Source: an optimization exercise on an open RTL-to-GDS flow (aim: small area). Production flows keep margins and buffers that such runs may drop.
The RTL was checked by simulation tests, not by an equivalence proof against the original design.
The flow treats the clock pin as an ideal source. Dropping or thinning the clock tree relies on that and would not hold on a real chip.
No activity file was given, so power comes from the tool's default toggle rates.

==> build 20 <==
// Project_2
module Project_2( input [1:0]KEY,
						input [9:0]SW,input CLK,input RST,
						output [9:0]LED,
						output [7:0]HEXOUT_0, output [7:0]HEXOUT_1, output [7:0]HEXOUT_2, output [7:0]HEXOUT_3, output [7:0]HEXOUT_4, output [7:0]HEXOUT_5);
Settings: LEC_CHECK=0, CAP_MARGIN=20, CORE_MARGIN=2, CORE_UTILIZATION=40, SLEW_MARGIN=20; clock period 30.0 ns.
run.sh (not shown) runs the stock make flow with config.mk's settings and CLKGATE_MAP_FILE= SYNTH_SCRIPT=/design/flow/synth_recipe.tcl, a recipe that flattens the netlist after the stock synthesis.
==> inputs of trial 78, as changes to build 20 <==
==> flow/flow/run.sh (new file) <==
#!/bin/bash
# Own layout flow: the standard layout with
#  - the standard flow's synthesis script, except that abc maps with flow/abc.script and
#    the full-adder extraction is skipped (ADDER_MAP_FILE empty),
#  - port buffers of the smallest buffer cell.
# Each tool's output goes to the logs ORFS writes under orfs/logs; make's own
# output goes to flow_make.log here.
set -euo pipefail
W=$(pwd)
# flow/abc_proc.tcl is sourced right after synth_recipe.tcl's first line
{ head -n 1 synth_recipe.tcl; echo "source $W/flow/abc_proc.tcl"; tail -n +2 synth_recipe.tcl; } > own_synth.tcl
bash standard.sh "SYNTH_SCRIPT=$W/own_synth.tcl" "ADDER_MAP_FILE=" \
  "BUFFER_PORTS_ARGS=-buffer_cell sky130_fd_sc_hd__buf_1" \
  finish > flow_make.log 2>&1
==> flow/flow/abc.script (new file) <==
strash
dc2
strash
&get -n
&dch -f
&nf -R 1000
&put
topo
==> flow/flow/abc_proc.tcl (new file) <==
# abc runs flow/abc.script instead of the script ORFS picks
set ::own_abc_script [file join [file dirname [file normalize [info script]]] abc.script]
proc abc {args} {
  set i [lsearch -exact $args -script]
  if {$i >= 0} { lset args [expr {$i + 1}] $::own_abc_script }
  yosys abc {*}$args
}
==> flow/standard.sh (new file) <==
#!/bin/bash
# synth_recipe.tcl (not shown) runs the flow's synth.tcl, then flattens the netlist and writes it again
# the make line also repeats each setting of config.mk as NAME=value (left out here)
make -C /OpenROAD-flow-scripts/flow DESIGN_CONFIG=/design/flow/config.mk WORK_HOME=/design/flow/orfs CLKGATE_MAP_FILE= SYNTH_SCRIPT=/design/flow/synth_recipe.tcl "${@:-finish}"
removed: flow/run.sh
==> inputs of trial 23, as changes to build 20 <==
==> flow/flow/run.sh (new file) <==
#!/bin/bash
# Own layout flow: the standard layout (standard.sh), with
#  - the standard flow's synthesis script, except that abc maps with flow/abc.script and
#    the full-adder extraction is skipped (ADDER_MAP_FILE empty),
#  - port buffers of the smallest buffer cell,
#  - a clock tree built by flow/cts.tcl in place of the CTS step: a root
#    buffer and four leaf buffers, each for a group of nearby flip-flops.
# Logs: make's output in flow_place.log and flow_finish.log, the clock tree
# step's in flow_cts.log, and each ORFS step's in orfs/logs.
set -euo pipefail
W=$(pwd)
# flow/abc_proc.tcl is sourced right after synth_recipe.tcl's first line
{ head -n 1 synth_recipe.tcl; echo "source $W/flow/abc_proc.tcl"; tail -n +2 synth_recipe.tcl; } > own_synth.tcl
VARS=("SYNTH_SCRIPT=$W/own_synth.tcl" "ADDER_MAP_FILE="
  "BUFFER_PORTS_ARGS=-buffer_cell sky130_fd_sc_hd__buf_1"
  "CORE_UTILIZATION=70" "PLACE_DENSITY=0.8")
bash standard.sh "${VARS[@]}" place > flow_place.log 2>&1
R=$W/orfs/results/$FLOW_PLATFORM/Project_2/base
LIB=$FLOW_HOME/platforms/$FLOW_PLATFORM/lib/sky130_fd_sc_hd__tt_025C_1v80.lib \
PLATFORM_DIR=$FLOW_HOME/platforms/$FLOW_PLATFORM \
CTS_IN=$R/3_place.odb CTS_SDC_IN=$R/3_place.sdc CTS_OUT=$R/4_1_cts.odb \
CTS_GROUPS=4 CTS_LEAF_BUF=sky130_fd_sc_hd__clkbuf_8 CTS_ROOT_BUF=sky130_fd_sc_hd__clkbuf_4 \
  openroad -no_init -exit $W/flow/cts.tcl > flow_cts.log 2>&1
sleep 1
cp $R/4_1_cts.odb $R/4_cts.odb
sleep 1
cp $R/3_place.sdc $R/4_cts.sdc
bash standard.sh "${VARS[@]}" finish > flow_finish.log 2>&1
==> flow/flow/abc.script (new file) <==
strash
dc2
strash
&get -n
&dch -f
&nf -R 1000
&put
topo
==> flow/flow/abc_proc.tcl (new file) <==
# abc runs flow/abc.script instead of the script ORFS picks
set ::own_abc_script [file join [file dirname [file normalize [info script]]] abc.script]
proc abc {args} {
  set i [lsearch -exact $args -script]
  if {$i >= 0} { lset args [expr {$i + 1}] $::own_abc_script }
  yosys abc {*}$args
}
==> flow/flow/cts.tcl (new file) <==
# Clock tree for a small design: CLK drives a root clock buffer, which drives a
# few leaf buffers, each for one group of nearby flip-flops, placed at the middle
# of its group; then the placement is legalised.
# Reads $::env(CTS_IN) (odb) and $::env(CTS_SDC_IN); writes $::env(CTS_OUT).
read_liberty $::env(LIB)
read_db $::env(CTS_IN)
read_sdc $::env(CTS_SDC_IN)
source $::env(PLATFORM_DIR)/setRC.tcl
set db [ord::get_db]
set block [ord::get_db_block]
set clk_net [$block findNet CLK]
set leaf_master [$db findMaster $::env(CTS_LEAF_BUF)]
set ngroups $::env(CTS_GROUPS)

# clock sinks and their positions
set sinks {}
foreach it [$clk_net getITerms] {
  set inst [$it getInst]
  lassign [$inst getLocation] x y
  lappend sinks [list $it $x $y]
}
puts "clock sinks: [llength $sinks]"

# split the sinks into ngroups groups: k-means on their positions, started from
# strips sorted by x
set sorted [lsort -real -index 1 $sinks]
set n [llength $sorted]
set cents {}
for {set g 0} {$g < $ngroups} {incr g} {
  set lo [expr {$g * $n / $ngroups}]
  set hi [expr {($g + 1) * $n / $ngroups - 1}]
  set sx 0; set sy 0
  foreach s [lrange $sorted $lo $hi] { set sx [expr {$sx + [lindex $s 1]}]; set sy [expr {$sy + [lindex $s 2]}] }
  set k [expr {$hi - $lo + 1}]
  lappend cents [list [expr {$sx / $k}] [expr {$sy / $k}]]
}
# k-means with groups of at most cap sinks: each round, sinks pick their
# nearest centroid that still has room, the closest sink-centroid pairs first
set cap [expr {($n + $ngroups - 1) / $ngroups}]
for {set iter 0} {$iter < 30} {incr iter} {
  set pairs {}
  set si 0
  foreach s $sinks {
    for {set g 0} {$g < $ngroups} {incr g} {
      lassign [lindex $cents $g] cx cy
      lappend pairs [list [expr {abs([lindex $s 1] - $cx) + abs([lindex $s 2] - $cy)}] $si $g]
    }
    incr si
  }
  set pairs [lsort -real -index 0 $pairs]
  set groups {}
  set room {}
  for {set g 0} {$g < $ngroups} {incr g} { lappend groups {}; lappend room $cap }
  set done {}
  foreach p $pairs {
    lassign $p d si g
    if {[dict exists $done $si] || [lindex $room $g] <= 0} continue
    dict set done $si 1
    lset room $g [expr {[lindex $room $g] - 1}]
    lset groups $g [concat [lindex $groups $g] [list [lindex $sinks $si]]]
  }
  set cents {}
  foreach grp $groups {
    set sx 0; set sy 0
    foreach s $grp { set sx [expr {$sx + [lindex $s 1]}]; set sy [expr {$sy + [lindex $s 2]}] }
    set k [expr {max(1, [llength $grp])}]
    lappend cents [list [expr {$sx / $k}] [expr {$sy / $k}]]
  }
}
set groups [lsearch -all -inline -not -exact $groups {}]
foreach grp $groups { puts "group of [llength $grp]" }

proc centroid {items} {
  set sx 0; set sy 0
  foreach s $items { set sx [expr {$sx + [lindex $s 1]}]; set sy [expr {$sy + [lindex $s 2]}] }
  set k [llength $items]
  return [list [expr {int($sx / $k)}] [expr {int($sy / $k)}]]
}

proc add_buf {block master name in_net out_name x y} {
  set inst [odb::dbInst_create $block $master $name]
  set out [odb::dbNet_create $block $out_name]
  $out setSigType CLOCK
  [$inst findITerm A] connect $in_net
  [$inst findITerm X] connect $out
  $inst setLocation $x $y
  $inst setPlacementStatus PLACED
  return $out
}

if {$ngroups == 1} {
  lassign [centroid $sinks] cx cy
  foreach s $sinks { [lindex $s 0] disconnect }
  set out [add_buf $block $leaf_master clkbuf_leaf_0 $clk_net clknet_leaf_0 $cx $cy]
  foreach s $sinks { [lindex $s 0] connect $out }
} else {
  set root_master [$db findMaster $::env(CTS_ROOT_BUF)]
  lassign [centroid $sinks] cx cy
  foreach s $sinks { [lindex $s 0] disconnect }
  set root [add_buf $block $root_master clkbuf_root $clk_net clknet_root $cx $cy]
  set g 0
  foreach grp $groups {
    lassign [centroid $grp] gx gy
    set out [add_buf $block $leaf_master clkbuf_leaf_$g $root clknet_leaf_$g $gx $gy]
    foreach s $grp { [lindex $s 0] connect $out }
    incr g
  }
}
detailed_placement
check_placement
set_propagated_clock [all_clocks]
estimate_parasitics -placement
report_clock_skew
set w 0
foreach p [get_pins -hierarchical */CLK] { set s [get_property $p slew_max]; if {$s > $w} {set w $s} }
puts "max clock pin slew $w"
report_worst_slack -min
report_worst_slack -max
write_db $::env(CTS_OUT)
==> flow/standard.sh (new file) <==
#!/bin/bash
# synth_recipe.tcl (not shown) runs the flow's synth.tcl, then flattens the netlist and writes it again
# the make line also repeats each setting of config.mk as NAME=value (left out here)
make -C /OpenROAD-flow-scripts/flow DESIGN_CONFIG=/design/flow/config.mk WORK_HOME=/design/flow/orfs CLKGATE_MAP_FILE= SYNTH_SCRIPT=/design/flow/synth_recipe.tcl "${@:-finish}"
removed: flow/run.sh
==> qor summary <==
|  | trial 23 | build 20 | trial 78 |
|---|---|---|---|
| Number of tap cells inserted | 72 | 216 | 136 |
| Clock Network Area Fraction | - | 4.02% | 4.50% |
| Crit path capture | HEXOUT_3[6] | HEXOUT_1[3] | HEXOUT_0[0] |
| Cts bufs inserted | - | 9 | 9 |
| Cell Area, Placed | 0.00434 mm² | 0.00701 mm² | 0.00442 mm² |
| Status | timing/DRC/antenna clean | timing/DRC/antenna clean | timing/DRC/antenna clean |
| Multi-input gates | 447 | 663 | 447 |
| Portion of the post-synthesis area used by sequential elements | 36.0% | 23.1% | 36.0% |
| Die footprint | 0.00652 mm² | 0.0171 mm² | 0.0111 mm² |
| Power density over cell area | 35.1 mW/mm² | 37.5 mW/mm² | 42.0 mW/mm² |
| Final critical-path share of the clock period | 49.7% | 53.3% | 48.0% |
| Number of vias per cell | 6.24 | 5.44 | 5.50 |
| Final-layout non-clock buffer area share | - | 8.59% | 5.34% |
| Global-route wire length before repair | 17,100 µm | 26,600 µm | 17,800 µm |
| Time the final worst path needs with I/O delays and setup | 14.90 ns | 15.98 ns | 14.40 ns |
| Hold-critical path depth | 2 | 1 | 2 |
| Share of the final layout cell area in sequential cells | 33.7% | 20.3% | 31.9% |
| Clock Latency Late Sink | 0.38 ns | 0.34 ns | 0.35 ns |
| Fraction of layout cells with a size suffix above 1 | 1.30% | 5.95% | 3.35% |
| Final worst hold slack | 0.460 ns | 0.460 ns | 0.444 ns |
| Layout Nets | 631 | 923 | 636 |
| Clock tree from TritonCTS | - | yes | yes |
| Most frequent cell on the critical path | nand2_1 | - | buf_1 |
In trial 23 the design's own scripts or RTL, not TritonCTS, make the clock network.

* * *

==> try-maple: inputs <==
Another version of the RTL of Project_2 (not shown whole).
clock: 30.0 ns
lec_check: 0
cap_margin: 20
core_margin: 2
core_utilization: 40
slew_margin: 20
standard.sh (not shown) runs the stock make flow with config.mk's settings and CLKGATE_MAP_FILE= SYNTH_SCRIPT=/design/flow/synth_recipe.tcl, a recipe that flattens the netlist after the stock synthesis.
==> flow/flow/run.sh <==
#!/bin/bash
# Own layout flow: the standard layout (standard.sh), with
#  - the standard flow's synthesis script, except that abc maps with flow/abc.script (deepsyn, then dch and amap), keeping the best of eight seeds, and
#    the full-adder extraction is skipped (ADDER_MAP_FILE empty),
#  - port buffers of the smallest buffer cell,
#  - a clock tree built by flow/cts.tcl in place of the CTS step: a root
#    buffer and eight leaf buffers, each for a group of nearby flip-flops.
# Logs: make's output in flow_place.log and flow_finish.log, the clock tree
# step's in flow_cts.log, and each ORFS step's in orfs/logs.
set -euo pipefail
W=$(pwd)
# flow/abc_proc.tcl is sourced right after synth_recipe.tcl's first line
{ head -n 1 synth_recipe.tcl; echo "source $W/flow/abc_proc.tcl"; tail -n +2 synth_recipe.tcl; } > own_synth.tcl
VARS=("SYNTH_SCRIPT=$W/own_synth.tcl" "ADDER_MAP_FILE="
  "BUFFER_PORTS_ARGS=-buffer_cell sky130_fd_sc_hd__buf_1"
  "CORE_UTILIZATION=70" "PLACE_DENSITY=0.8")
bash standard.sh "${VARS[@]}" place > flow_place.log 2>&1
R=$W/orfs/results/$FLOW_PLATFORM/Project_2/base
LIB=$FLOW_HOME/platforms/$FLOW_PLATFORM/lib/sky130_fd_sc_hd__tt_025C_1v80.lib \
PLATFORM_DIR=$FLOW_HOME/platforms/$FLOW_PLATFORM \
CTS_IN=$R/3_place.odb CTS_SDC_IN=$R/3_place.sdc CTS_OUT=$R/4_1_cts.odb \
CTS_GROUPS=8 CTS_LEAF_BUF=sky130_fd_sc_hd__clkbuf_4 CTS_ROOT_BUF=sky130_fd_sc_hd__clkbuf_2 \
  openroad -no_init -exit $W/flow/cts.tcl > flow_cts.log 2>&1
sleep 1
cp $R/4_1_cts.odb $R/4_cts.odb
sleep 1
cp $R/3_place.sdc $R/4_cts.sdc
bash standard.sh "${VARS[@]}" finish > flow_finish.log 2>&1
==> flow/flow/abc.script <==
strash
&get -n
&deepsyn -T 45 -S @SEED@
&put
strash
dch -f
amap
topo
==> flow/flow/abc_proc.tcl <==
# abc maps with flow/abc.script instead of the script ORFS picks. The script is
# run once per seed in ::own_abc_seeds (its @SEED@ replaced by the seed), each
# time from the same design, and the run with the smallest cell area is kept.
set ::own_flow_dir [file dirname [file normalize [info script]]]
set ::own_abc_seeds {0 1 2 3 4 5 6 7}
proc own_area {} {
  set lib [lindex $::env(LIB_FILES) 0]
  set s [tee -q -s result.string stat -liberty $lib]
  if {[regexp {Chip area for module[^:]*:\s*([0-9.]+)} $s -> a]} { return $a }
  return 1e30
}
proc abc {args} {
  set i [lsearch -exact $args -script]
  if {$i < 0} { yosys abc {*}$args; return }
  set tmpl [read [open [file join $::own_flow_dir abc.script]]]
  yosys design -save own_abc_pre
  set best 1e30
  set best_seed -1
  foreach seed $::own_abc_seeds {
    yosys design -load own_abc_pre
    set f [file join $::env(OBJECTS_DIR) own_abc_$seed.script]
    set fh [open $f w]
    puts $fh [string map [list @SEED@ $seed] $tmpl]
    close $fh
    lset args [expr {$i + 1}] $f
    yosys abc {*}$args
    set a [own_area]
    puts "own abc seed $seed: area $a"
    if {$a < $best} { set best $a; set best_seed $seed; yosys design -save own_abc_best }
  }
  puts "own abc: kept seed $best_seed, area $best"
  yosys design -load own_abc_best
}
Other scripts of this flow, unchanged in this note and not shown: flow/flow/cts.tcl
==> try-ember (differences from try-maple) <==
--- a/flow/design.v
+++ b/flow/design.v
@@ -5,49 +5,12 @@
 	function [3:0] bcd_inc(input [3:0] d, input ci);
 		bcd_inc = {d[3] ^ (ci & (d[3] ? d[0] : d[2] & d[1] & d[0])),
 		           d[2] ^ (ci & d[1] & d[0]),
 		           d[1] ^ (ci & d[0] & ~d[3]),
 		           d[0] ^ ci};
 	endfunction
-	function [6:0] seg_lit(input [3:0] x);
-		begin
-			seg_lit[6] = (~x[1]) | (x[3]);
-			seg_lit[5] = (~x[3]) | (x[1]) | (x[2]);
-			seg_lit[4] = (x[0]) | (x[3]);
-			seg_lit[3] = (~x[1]);
-			seg_lit[2] = (~x[0] & x[2]) | (x[0] & ~x[1] & ~x[2]);
-			seg_lit[1] = ~((x[1] & ~x[2]) | (~x[1] & x[2] & ~x[3]));
-			seg_lit[0] = (x[2]) | (~x[1] & x[3]);
-		end
-	endfunction
-	function [6:0] seg_lit3(input [3:0] x);
-		begin
-			seg_lit3[6] = (~x[1]) | (x[3]);
-			seg_lit3[5] = (~x[3]) | (x[1]) | (x[2]);
-			seg_lit3[4] = (x[0]) | (x[3]);
-			seg_lit3[3] = (~x[1]) | (x[2] & x[3]);
-			seg_lit3[2] = (x[0] & ~x[1] & ~x[2]) | (~x[0] & x[2]) | (x[1] & x[2] & x[3]);
-			seg_lit3[1] = ~((x[1] & ~x[2]) | (~x[1] & x[2] & ~x[3]));
-			seg_lit3[0] = (x[2] & ~x[3]) | (~x[1] & x[3]);
-		end
-	endfunction
-	function [3:0] code_next(input [3:0] x);
-		begin
-			code_next[0] = (~x[1]);
-			code_next[1] = ~((x[1]) | (~x[0]) | (x[2] & x[3]));
-			code_next[2] = (x[1] & ~x[2]) | (~x[1] & x[2] & ~x[3]) | (~x[0] & x[2]);
-			code_next[3] = (x[1] & x[2]) | (~x[2] & x[3]) | (~x[0] & x[3]);
-		end
-	endfunction
-	function is8(input [3:0] x);
-		is8 = (~x[0] & x[2] & x[3]);
-	endfunction
-	function is9(input [3:0] x);
-		is9 = (x[0] & x[2] & x[3]);
-	endfunction
-	localparam [3:0] CODE_0 = 4'd1, CODE_3 = 4'd5, CODE_8 = 4'd12, CODE_HMAX = 4'd15;
 	reg [3:0] c1;
 	wire tick = c1[2] & ~c1[1] & ~c1[0];
 	wire wrap = c1[3] & c1[0];
 	always @(posedge CLK)
 		c1 <= RST ? 4'd0 : bcd_inc(c1, 1'b1);
 	reg [6:0] m;
@@ -111,38 +74,38 @@
 				default: begin	 
 					state <= 2'b11;
 					delay_flag <= 1'b0;
 				end
 			endcase
 	reg [3:0] r3, r2, r1, r0;
-	wire r_last = is9(r3) & is9(r2) & is9(r1) & is8(r0);	 
+	wire r_last = r3[3] & r3[0] & r2[3] & r2[0] & r1[3] & r1[0] & r0[3] & ~r0[0];	 
 	wire r_go = tick & state[1] & ~state[0];
 	wire r_clr = RST | (~state[1] & ~state[0]) | (r_go & r_last);
-	wire rc1 = r_go & is9(r0);
-	wire rc2 = rc1 & is9(r1);
-	wire rc3 = rc2 & is9(r2);
+	wire rc1 = r_go & r0[3] & r0[0];
+	wire rc2 = rc1 & r1[3] & r1[0];
+	wire rc3 = rc2 & r2[3] & r2[0];
 	always @(posedge CLK)
 		if (r_clr) begin
-			r3 <= CODE_0; r2 <= CODE_0; r1 <= CODE_0; r0 <= CODE_0;
+			r3 <= 4'd0; r2 <= 4'd0; r1 <= 4'd0; r0 <= 4'd0;
 		end else begin
-			if (r_go) r0 <= code_next(r0);
-			if (rc1) r1 <= code_next(r1);
-			if (rc2) r2 <= code_next(r2);
-			if (rc3) r3 <= code_next(r3);
+			r0 <= bcd_inc(r0, r_go);
+			r1 <= bcd_inc(r1, rc1);
+			r2 <= bcd_inc(r2, rc2);
+			r3 <= bcd_inc(r3, rc3);
 		end
 	reg [3:0] h3, h2, h1, h0;
 	wire [15:0] rv = {r3, r2, r1, r0};
 	wire [15:0] hv = {h3, h2, h1, h0};
 	wire [16:0] hlt;	 
 	assign hlt[0] = 1'b0;
 	generate for (gi = 0; gi < 16; gi = gi + 1) begin : hcmp
 		assign hlt[gi+1] = (~rv[gi] & hv[gi]) | (~(rv[gi] ^ hv[gi]) & hlt[gi]);
 	end endgenerate
 	always @(posedge CLK)
 		if (RST) begin
-			h3 <= CODE_HMAX; h2 <= CODE_3; h1 <= CODE_8; h0 <= CODE_3;
+			h3 <= 4'd12; h2 <= 4'd3; h1 <= 4'd8; h0 <= 4'd3;
 		end else if (state[1] & state[0] & hlt[16]) begin
 			h3 <= r3; h2 <= r2; h1 <= r1; h0 <= r0;
 		end
 	reg buff_gate_last;
 	wire buff_gate = clock_5 & state[1];
 	always @(posedge CLK)
@@ -152,12 +115,28 @@
 	always @(posedge CLK)
 		if (RST | (bstep & bpos[3])) bpos <= 4'd0;	 
 		else if (bstep) bpos <= {bpos[2] & bpos[1] & bpos[0], bpos[2] ^ (bpos[1] & bpos[0]), bpos[1] ^ bpos[0], ~bpos[0]};
 	assign LED = {10{state[1]}};
 	localparam [335:0] BUFF_M = 336'he3029b9b7bebe971014d4d3d7574b800a6a69ebabadc80d3d3cfdd5d6e406969676e2e3720b4b4b3b797;
 	localparam [41:0] BUFF_8 = 42'b000000010111111111110000000000111110011100;
+	localparam [55:0] SEG_M = 56'hed9ffb6d45717c;
+	localparam [6:0] SEG_0 = 7'h7E, SEG_8 = 7'h7F, SEG_9 = 7'h7B;
+	function [6:0] seg_lit(input [3:0] x);
+		integer k;
+		begin
+			for (k = 0; k < 7; k = k + 1)
+				seg_lit[k] = x[3] ? (x[0] ? SEG_9[k] : SEG_8[k]) : SEG_M[k*8 + x[2:0]];
+		end
+	endfunction
+	function [6:0] seg_lit3(input [3:0] x);
+		integer k;
+		begin
+			for (k = 0; k < 7; k = k + 1)
+				seg_lit3[k] = x[3] ? (x[2] ? SEG_0[k] : x[0] ? SEG_9[k] : SEG_8[k]) : SEG_M[k*8 + x[2:0]];
+		end
+	endfunction
 	wire show_high = ~state[1] & SW[9] & (~SW[8] | state[0]);
 	wire show_num = show_high | (state[1] & state[0]);
 	wire ready = ~state[1] & ~state[0];
 	wire [15:0] digits = state[1] ? rv : hv;
 	wire [27:0] num_lit = {seg_lit3(digits[15:12]), seg_lit(digits[11:8]), seg_lit(digits[7:4]), seg_lit(digits[3:0])};
 	localparam [41:0] READY_L = {7'b0000000, 7'b1000110, 7'b1001111, 7'b1110111, 7'b0111101, 7'b0111011};
--- a/flow/flow/run.sh
+++ b/flow/flow/run.sh
@@ -1,9 +1,9 @@
 #!/bin/bash
 # Own layout flow: the standard layout (standard.sh), with
-#  - the standard flow's synthesis script, except that abc maps with flow/abc.script (deepsyn, then dch and amap), keeping the best of eight seeds, and
+#  - the standard flow's synthesis script, except that abc maps with flow/abc.script (deepsyn, then dch and amap), keeping the best of sixteen seeds, and
 #    the full-adder extraction is skipped (ADDER_MAP_FILE empty),
 #  - port buffers of the smallest buffer cell,
 #  - a clock tree built by flow/cts.tcl in place of the CTS step: a root
 #    buffer and eight leaf buffers, each for a group of nearby flip-flops.
 # Logs: make's output in flow_place.log and flow_finish.log, the clock tree
 # step's in flow_cts.log, and each ORFS step's in orfs/logs.
==> flow/flow/abc.script (replaced) <==
strash
&get -n
&deepsyn -T 40 -S @SEED@
&put
strash
dch -f
amap
topo
--- a/flow/flow/abc_proc.tcl
+++ b/flow/flow/abc_proc.tcl
@@ -1,11 +1,11 @@
 # abc maps with flow/abc.script instead of the script ORFS picks. The script is
 # run once per seed in ::own_abc_seeds (its @SEED@ replaced by the seed), each
 # time from the same design, and the run with the smallest cell area is kept.
 set ::own_flow_dir [file dirname [file normalize [info script]]]
-set ::own_abc_seeds {0 1 2 3 4 5 6 7}
+set ::own_abc_seeds {0 1 2 3 4 5 6 7 8 9 10 11 12 13 14 15}
 proc own_area {} {
   set lib [lindex $::env(LIB_FILES) 0]
   set s [tee -q -s result.string stat -liberty $lib]
   if {[regexp {Chip area for module[^:]*:\s*([0-9.]+)} $s -> a]} { return $a }
   return 1e30
 }
==> try-quartz (differences from try-maple) <==
--- a/flow/design.v
+++ b/flow/design.v
@@ -5,49 +5,12 @@
 	function [3:0] bcd_inc(input [3:0] d, input ci);
 		bcd_inc = {d[3] ^ (ci & (d[3] ? d[0] : d[2] & d[1] & d[0])),
 		           d[2] ^ (ci & d[1] & d[0]),
 		           d[1] ^ (ci & d[0] & ~d[3]),
 		           d[0] ^ ci};
 	endfunction
-	function [6:0] seg_lit(input [3:0] x);
-		begin
-			seg_lit[6] = (~x[1]) | (x[3]);
-			seg_lit[5] = (~x[3]) | (x[1]) | (x[2]);
-			seg_lit[4] = (x[0]) | (x[3]);
-			seg_lit[3] = (~x[1]);
-			seg_lit[2] = (~x[0] & x[2]) | (x[0] & ~x[1] & ~x[2]);
-			seg_lit[1] = ~((x[1] & ~x[2]) | (~x[1] & x[2] & ~x[3]));
-			seg_lit[0] = (x[2]) | (~x[1] & x[3]);
-		end
-	endfunction
-	function [6:0] seg_lit3(input [3:0] x);
-		begin
-			seg_lit3[6] = (~x[1]) | (x[3]);
-			seg_lit3[5] = (~x[3]) | (x[1]) | (x[2]);
-			seg_lit3[4] = (x[0]) | (x[3]);
-			seg_lit3[3] = (~x[1]) | (x[2] & x[3]);
-			seg_lit3[2] = (x[0] & ~x[1] & ~x[2]) | (~x[0] & x[2]) | (x[1] & x[2] & x[3]);
-			seg_lit3[1] = ~((x[1] & ~x[2]) | (~x[1] & x[2] & ~x[3]));
-			seg_lit3[0] = (x[2] & ~x[3]) | (~x[1] & x[3]);
-		end
-	endfunction
-	function [3:0] code_next(input [3:0] x);
-		begin
-			code_next[0] = (~x[1]);
-			code_next[1] = ~((x[1]) | (~x[0]) | (x[2] & x[3]));
-			code_next[2] = (x[1] & ~x[2]) | (~x[1] & x[2] & ~x[3]) | (~x[0] & x[2]);
-			code_next[3] = (x[1] & x[2]) | (~x[2] & x[3]) | (~x[0] & x[3]);
-		end
-	endfunction
-	function is8(input [3:0] x);
-		is8 = (~x[0] & x[2] & x[3]);
-	endfunction
-	function is9(input [3:0] x);
-		is9 = (x[0] & x[2] & x[3]);
-	endfunction
-	localparam [3:0] CODE_0 = 4'd1, CODE_3 = 4'd5, CODE_8 = 4'd12, CODE_HMAX = 4'd15;
 	reg [3:0] c1;
 	wire tick = c1[2] & ~c1[1] & ~c1[0];
 	wire wrap = c1[3] & c1[0];
 	always @(posedge CLK)
 		c1 <= RST ? 4'd0 : bcd_inc(c1, 1'b1);
 	reg [6:0] m;
@@ -111,38 +74,38 @@
 				default: begin	 
 					state <= 2'b11;
 					delay_flag <= 1'b0;
 				end
 			endcase
 	reg [3:0] r3, r2, r1, r0;
-	wire r_last = is9(r3) & is9(r2) & is9(r1) & is8(r0);	 
+	wire r_last = r3[3] & r3[0] & r2[3] & r2[0] & r1[3] & r1[0] & r0[3] & ~r0[0];	 
 	wire r_go = tick & state[1] & ~state[0];
 	wire r_clr = RST | (~state[1] & ~state[0]) | (r_go & r_last);
-	wire rc1 = r_go & is9(r0);
-	wire rc2 = rc1 & is9(r1);
-	wire rc3 = rc2 & is9(r2);
+	wire rc1 = r_go & r0[3] & r0[0];
+	wire rc2 = rc1 & r1[3] & r1[0];
+	wire rc3 = rc2 & r2[3] & r2[0];
 	always @(posedge CLK)
 		if (r_clr) begin
-			r3 <= CODE_0; r2 <= CODE_0; r1 <= CODE_0; r0 <= CODE_0;
+			r3 <= 4'd0; r2 <= 4'd0; r1 <= 4'd0; r0 <= 4'd0;
 		end else begin
-			if (r_go) r0 <= code_next(r0);
-			if (rc1) r1 <= code_next(r1);
-			if (rc2) r2 <= code_next(r2);
-			if (rc3) r3 <= code_next(r3);
+			r0 <= bcd_inc(r0, r_go);
+			r1 <= bcd_inc(r1, rc1);
+			r2 <= bcd_inc(r2, rc2);
+			r3 <= bcd_inc(r3, rc3);
 		end
 	reg [3:0] h3, h2, h1, h0;
 	wire [15:0] rv = {r3, r2, r1, r0};
 	wire [15:0] hv = {h3, h2, h1, h0};
 	wire [16:0] hlt;	 
 	assign hlt[0] = 1'b0;
 	generate for (gi = 0; gi < 16; gi = gi + 1) begin : hcmp
 		assign hlt[gi+1] = (~rv[gi] & hv[gi]) | (~(rv[gi] ^ hv[gi]) & hlt[gi]);
 	end endgenerate
 	always @(posedge CLK)
 		if (RST) begin
-			h3 <= CODE_HMAX; h2 <= CODE_3; h1 <= CODE_8; h0 <= CODE_3;
+			h3 <= 4'd12; h2 <= 4'd3; h1 <= 4'd8; h0 <= 4'd3;
 		end else if (state[1] & state[0] & hlt[16]) begin
 			h3 <= r3; h2 <= r2; h1 <= r1; h0 <= r0;
 		end
 	reg buff_gate_last;
 	wire buff_gate = clock_5 & state[1];
 	always @(posedge CLK)
@@ -152,12 +115,28 @@
 	always @(posedge CLK)
 		if (RST | (bstep & bpos[3])) bpos <= 4'd0;	 
 		else if (bstep) bpos <= {bpos[2] & bpos[1] & bpos[0], bpos[2] ^ (bpos[1] & bpos[0]), bpos[1] ^ bpos[0], ~bpos[0]};
 	assign LED = {10{state[1]}};
 	localparam [335:0] BUFF_M = 336'he3029b9b7bebe971014d4d3d7574b800a6a69ebabadc80d3d3cfdd5d6e406969676e2e3720b4b4b3b797;
 	localparam [41:0] BUFF_8 = 42'b000000010111111111110000000000111110011100;
+	localparam [55:0] SEG_M = 56'hed9ffb6d45717c;
+	localparam [6:0] SEG_0 = 7'h7E, SEG_8 = 7'h7F, SEG_9 = 7'h7B;
+	function [6:0] seg_lit(input [3:0] x);
+		integer k;
+		begin
+			for (k = 0; k < 7; k = k + 1)
+				seg_lit[k] = x[3] ? (x[0] ? SEG_9[k] : SEG_8[k]) : SEG_M[k*8 + x[2:0]];
+		end
+	endfunction
+	function [6:0] seg_lit3(input [3:0] x);
+		integer k;
+		begin
+			for (k = 0; k < 7; k = k + 1)
+				seg_lit3[k] = x[3] ? (x[2] ? SEG_0[k] : x[0] ? SEG_9[k] : SEG_8[k]) : SEG_M[k*8 + x[2:0]];
+		end
+	endfunction
 	wire show_high = ~state[1] & SW[9] & (~SW[8] | state[0]);
 	wire show_num = show_high | (state[1] & state[0]);
 	wire ready = ~state[1] & ~state[0];
 	wire [15:0] digits = state[1] ? rv : hv;
 	wire [27:0] num_lit = {seg_lit3(digits[15:12]), seg_lit(digits[11:8]), seg_lit(digits[7:4]), seg_lit(digits[3:0])};
 	localparam [41:0] READY_L = {7'b0000000, 7'b1000110, 7'b1001111, 7'b1110111, 7'b0111101, 7'b0111011};
==> run notes <==
| item | try-quartz | try-maple | try-ember |
|---|---|---|---|
| Crit path buffers/inverters | 4 | 7 | 3 |
| Static leakage | 1.30 nW | 1.29 nW | 1.30 nW |
| Start of the worst register-to-register path | r0[2] | r0[0] | r0[0] |
| Final Power | 154 µW | 155 µW | 155 µW |
| Signed area change from the synthesized netlist to the final layout | 7.36% | 7.83% | 7.58% |
| Post-Route Utilization | 77.9% | 78.1% | 77.9% |
| Post-synthesis instance area | 3700 µm² | 3670 µm² | 3700 µm² |
| Run status | finished clean | finished clean | finished clean |
| Filler Cell Count | 410 | 383 | 381 |
| Gate power share | 9.2% | 8.7% | 9.9% |
| Fraction of synthesized cell area taken by the top area cell type | 39.4% | 39.8% | 39.5% |
| Arrival time of the worst setup path | 8.73 ns | 10.60 ns | 9.44 ns |
| Post-placement cell count | 628 | 618 | 625 |
| Global-route wire length before repair | 14800 µm | 15200 µm | 16100 µm |
| Routing usage on met2 | 51.8% | 53.5% | 58.5% |
| Clk_skew | 0.0297 ns | 0.0333 ns | 0.0182 ns |
| Ratio of cells with drive above 1 in the final layout | 1.94% | 2.33% | 2.13% |
| Layout inverter count without the clock tree | 81 | 77 | 73 |
| Met3 Track Usage GR | 2.24% | 3.20% | 3.53% |
| Clock share of power | 26.9% | 27.6% | 26.7% |
| Wire length on met1 | 3750 µm | 4070 µm | 3930 µm |
No run of this note takes its clock network from TritonCTS; it comes from the design's own scripts or RTL.

[afterwards: timing with drivers on the ports]
The flow's constraints put no driver on any port. The routed layouts listed below were extracted and timed again, unchanged, in two steps. Step 1, drivers: a clkbuf_16 drives CLK and a buf_2 each remaining input, both assumed. Step 2 times the ports against the registers' clock, not the clock port: input delays grow and output delays shrink by t, the midpoint of the rising clock arrivals with the driver on. Slacks: ideal / step 1 / step 2; pairs: ideal / step 1.
run | t, ns | setup WS [ns] | worst data-port slew with drivers (ns)
build 20 | 0.370 | 14.021 / 13.997 / 13.997 | 0.03
trial 78 | 0.376 | 15.603 / 15.580 / 15.580 | 0.03
trial 23 | 0.402 | 15.102 / 15.074 / 15.074 | 0.03
try-maple | 0.530 | 13.398 / 13.370 / 13.370 | 0.04
try-ember | 0.500 | 14.555 / 14.534 / 14.534 | 0.03
try-quartz | 0.495 | 15.268 / 15.246 / 15.246 | 0.03
After both steps setup and hold are still met in every run listed.
